Source: an optimization exercise on an open RTL-to-GDS flow (aim: small area and a short achievable clock period). Production flows keep margins and buffers that such runs may drop.
At most, simulation tests tie the RTL to the original design; equivalence was not proved.

==> inputs of v21 <==
==> flow/design.v (excerpt) <==
module goertzel_filter
  (input  [13:0] input_signal,
   input  clk,
   input  rst,
   output [39:0] magnitude);
export LEC_CHECK = 0
export CAP_MARGIN = 20
export CORE_MARGIN = 2
export CORE_UTILIZATION = 40
export SLEW_MARGIN = 20
export SYNTH_HIERARCHICAL = 1
export SYNTH_MINIMUM_KEEP_SIZE = 0
create_clock -name core_clock -period 45.0 [get_ports {clk}]
standard.sh (not shown) runs the stock make flow with config.mk's settings and CLKGATE_MAP_FILE= SYNTH_SCRIPT=/design/flow/synth_recipe.tcl, a recipe that flattens the netlist after the stock synthesis.
==> flow/flow/run.sh <==
#!/bin/bash
set -euo pipefail
bash standard.sh SETUP_SLACK_MARGIN=26 finish > orfs_make.log 2>&1
==> v24 (differences from v21) <==
==> flow/flow/run.sh (replaced) <==
#!/bin/bash
set -euo pipefail
bash standard.sh SETUP_SLACK_MARGIN=29 finish > orfs_make.log 2>&1
==> v22 (differences from v21) <==
==> flow/flow/run.sh (replaced) <==
#!/bin/bash
set -euo pipefail
bash standard.sh SETUP_SLACK_MARGIN=27.5 finish > orfs_make.log 2>&1
==> flow_summary.ini <==
[setup_path]
rr_worst_depth = 58
cp.depth = 30

[min_path]
min_to = q2[2]

[run_status]
status = no timing/DRC/antenna violations

[placement]
gp_congestion = 0.8947

[sta]
max_freq_mhz = 57.30

[drt]
wl_met1_mm = 23.70
the above is filed under v22

==> flow_summary.ini <==
[sta]
max_freq_mhz = 57.76

[placement]
gp_congestion = 0.9098

[min_path]
min_to = q2[3]

[run_status]
status = no timing/DRC/antenna violations

[drt]
wl_met1_mm = 23.35

[synth]
ys_warn_count = 7

[setup_path]
rr_worst_depth = 55
the above is filed under v24

==> flow_summary.ini <==
[placement]
gp_congestion = 0.9057

[sta]
max_freq_mhz = 53.68

[min_path]
min_to = q2[2]

[setup_path]
cp.depth = 29

[run_status]
status = no timing/DRC/antenna violations
the above is filed under v21


---

==> fjord <==
goertzel_filter, a different RTL version from the one above (not shown whole).
Settings: LEC_CHECK=0, CAP_MARGIN=20, CORE_MARGIN=2, CORE_UTILIZATION=55, SLEW_MARGIN=20, SYNTH_HIERARCHICAL=1, SYNTH_MINIMUM_KEEP_SIZE=0; clock period 45.0 ns.
==> flow/flow/run.sh <==
#!/bin/bash
set -euo pipefail
bash standard.sh SETUP_SLACK_MARGIN=29 finish > orfs_make.log 2>&1
==> amber: changes against fjord <==
==> flow/flow/run.sh (replaced) <==
#!/bin/bash
set -euo pipefail
bash standard.sh SETUP_SLACK_MARGIN=28.5 finish > orfs_make.log 2>&1
==> comparison table <==
	fjord	amber
Status	complete, no violations	complete, no violations
Headroom to the max-slew limit	36.3%	22.5%
Detailed-route via count	14.5k	14.6k
Flop-to-flop setup slack	28770 ps	28720 ps
Area grow syn2layout	13.0%	12.4%
Highest Signal Layer	met5	met4
Filler cell count	3169	3252
Layout clock buffer count	12	9
Period Utilization, post-route	36.7%	37.0%
Overall track demand over capacity in global routing	28.8%	28.7%
Total Wirelength	55400 um	55400 um
Post-place instance area	23300 um2	23200 um2
Final standard cell utilization of the core	63.3%	63.0%
Detailed Route Iter0 Violations	1010	897
# placed instances	2529	2525
No run of this note included a check of the RTL's function; only the layout flow was run.

---

==> delta: inputs <==
goertzel_filter, a different RTL version from the one above (not shown whole).
## goertzel_filter
module goertzel_filter
  (input  [13:0] input_signal,
   input  clk,
   input  rst,
   output [39:0] magnitude);
clock: 45.0 ns
lec_check: 0
cap_margin: 20
core_margin: 2
core_utilization: 55
setup_slack_margin: 5
slew_margin: 20
synth_hierarchical: 1
synth_minimum_keep_size: 0
run.sh (not shown) runs the stock make flow with config.mk's settings and CLKGATE_MAP_FILE= SYNTH_SCRIPT=/design/flow/synth_recipe.tcl, a recipe that flattens the netlist after the stock synthesis.
Stock flow here: none of the scripts above is used.
==> lagoon (differences from delta) <==
==> flow/flow/run.sh (new file) <==
#!/bin/bash
set -euo pipefail
bash standard.sh SETUP_SLACK_MARGIN=28.5 finish > orfs_make.log 2>&1
==> flow/standard.sh (new file) <==
#!/bin/bash
# synth_recipe.tcl (not shown) runs the flow's synth.tcl, then flattens the netlist and writes it again
# the make line also repeats each setting of config.mk as NAME=value (left out here)
make -C /OpenROAD-flow-scripts/flow DESIGN_CONFIG=/design/flow/config.mk WORK_HOME=/design/flow/orfs CLKGATE_MAP_FILE= SYNTH_SCRIPT=/design/flow/synth_recipe.tcl "${@:-finish}"
- CORE_UTILIZATION: 55 -> 40
- SETUP_SLACK_MARGIN: 5 -> unset
removed: flow/run.sh
==> quartz (differences from delta) <==
==> flow/flow/run.sh (new file) <==
#!/bin/bash
set -euo pipefail
bash standard.sh SETUP_SLACK_MARGIN=28.5 finish > orfs_make.log 2>&1
==> flow/standard.sh (new file) <==
#!/bin/bash
# synth_recipe.tcl (not shown) runs the flow's synth.tcl, then flattens the netlist and writes it again
# the make line also repeats each setting of config.mk as NAME=value (left out here)
make -C /OpenROAD-flow-scripts/flow DESIGN_CONFIG=/design/flow/config.mk WORK_HOME=/design/flow/orfs CLKGATE_MAP_FILE= SYNTH_SCRIPT=/design/flow/synth_recipe.tcl "${@:-finish}"
- SETUP_SLACK_MARGIN: 5 -> unset
- TNS_END_PERCENT: unset -> 30
removed: flow/run.sh
==> indigo (differences from delta) <==
==> flow/flow/run.sh (new file) <==
#!/bin/bash
set -euo pipefail
bash standard.sh SETUP_SLACK_MARGIN=29.5 finish > orfs_make.log 2>&1
==> flow/standard.sh (new file) <==
#!/bin/bash
# synth_recipe.tcl (not shown) runs the flow's synth.tcl, then flattens the netlist and writes it again
# the make line also repeats each setting of config.mk as NAME=value (left out here)
make -C /OpenROAD-flow-scripts/flow DESIGN_CONFIG=/design/flow/config.mk WORK_HOME=/design/flow/orfs CLKGATE_MAP_FILE= SYNTH_SCRIPT=/design/flow/synth_recipe.tcl "${@:-finish}"
- CORE_UTILIZATION: 55 -> 40
- SETUP_SLACK_MARGIN: 5 -> unset
removed: flow/run.sh
==> notes <==
delta finished with timing, DRC and antenna clean. lagoon went through all stages and came out clean. indigo passed the timing, DRC and antenna checks. quartz completed with no timing, DRC or antenna violations. Synthesized cell count is the same in quartz and delta. Routed wire length: indigo is larger than lagoon (about 0.23%). The lowest maximum frequency belongs to delta, the highest to lagoon.

-- re-timing with driven ports --
Ports are ideal in the flow. The routed layouts listed here were re-timed in OpenROAD. Step 1: set_driving_cell puts a clkbuf_16 on clk and a buf_2 on each other input, an assumption about the parent block. Step 2 also shifts input and output timing later by t, the mid clock arrival at the registers, as if the neighbouring blocks saw the same clock. Slacks: ideal ports / drivers / drivers and shift; pairs: ideal ports / drivers.
run	t (ns)	setup WS [ns]	latest minus earliest clock arrival (ns)	worst register clock-pin slew, ns	worst slew at a driven data input, ns
v21	0.441	26.371 / 26.395 / 25.955	0.015 / 0.015	0.07 / 0.07	0.04
v24	0.448	27.687 / 27.708 / 27.261	0.021 / 0.021	0.08 / 0.08	0.07
v22	0.440	27.548 / 27.552 / 27.112	0.009 / 0.010	0.06 / 0.06	0.07
fjord	0.440	28.471 / 28.476 / 28.037	0.016 / 0.017	0.08 / 0.08	0.06
amber	0.439	28.363 / 28.375 / 27.936	0.014 / 0.014	0.07 / 0.07	0.07
delta	0.427	26.976 / 26.998 / 26.571	0.013 / 0.014	0.07 / 0.07	0.04
lagoon	0.439	28.600 / 28.609 / 28.170	0.013 / 0.013	0.07 / 0.07	0.05
quartz	0.426	28.565 / 28.597 / 28.171	0.011 / 0.012	0.08 / 0.08	0.06
indigo	0.436	28.568 / 28.548 / 28.112	0.015 / 0.015	0.07 / 0.07	0.07
After both steps every run listed still meets setup and hold. For indigo, which loses most, drivers alone change the setup slack by -0.020 ns; drivers and shift together by -0.456 ns.
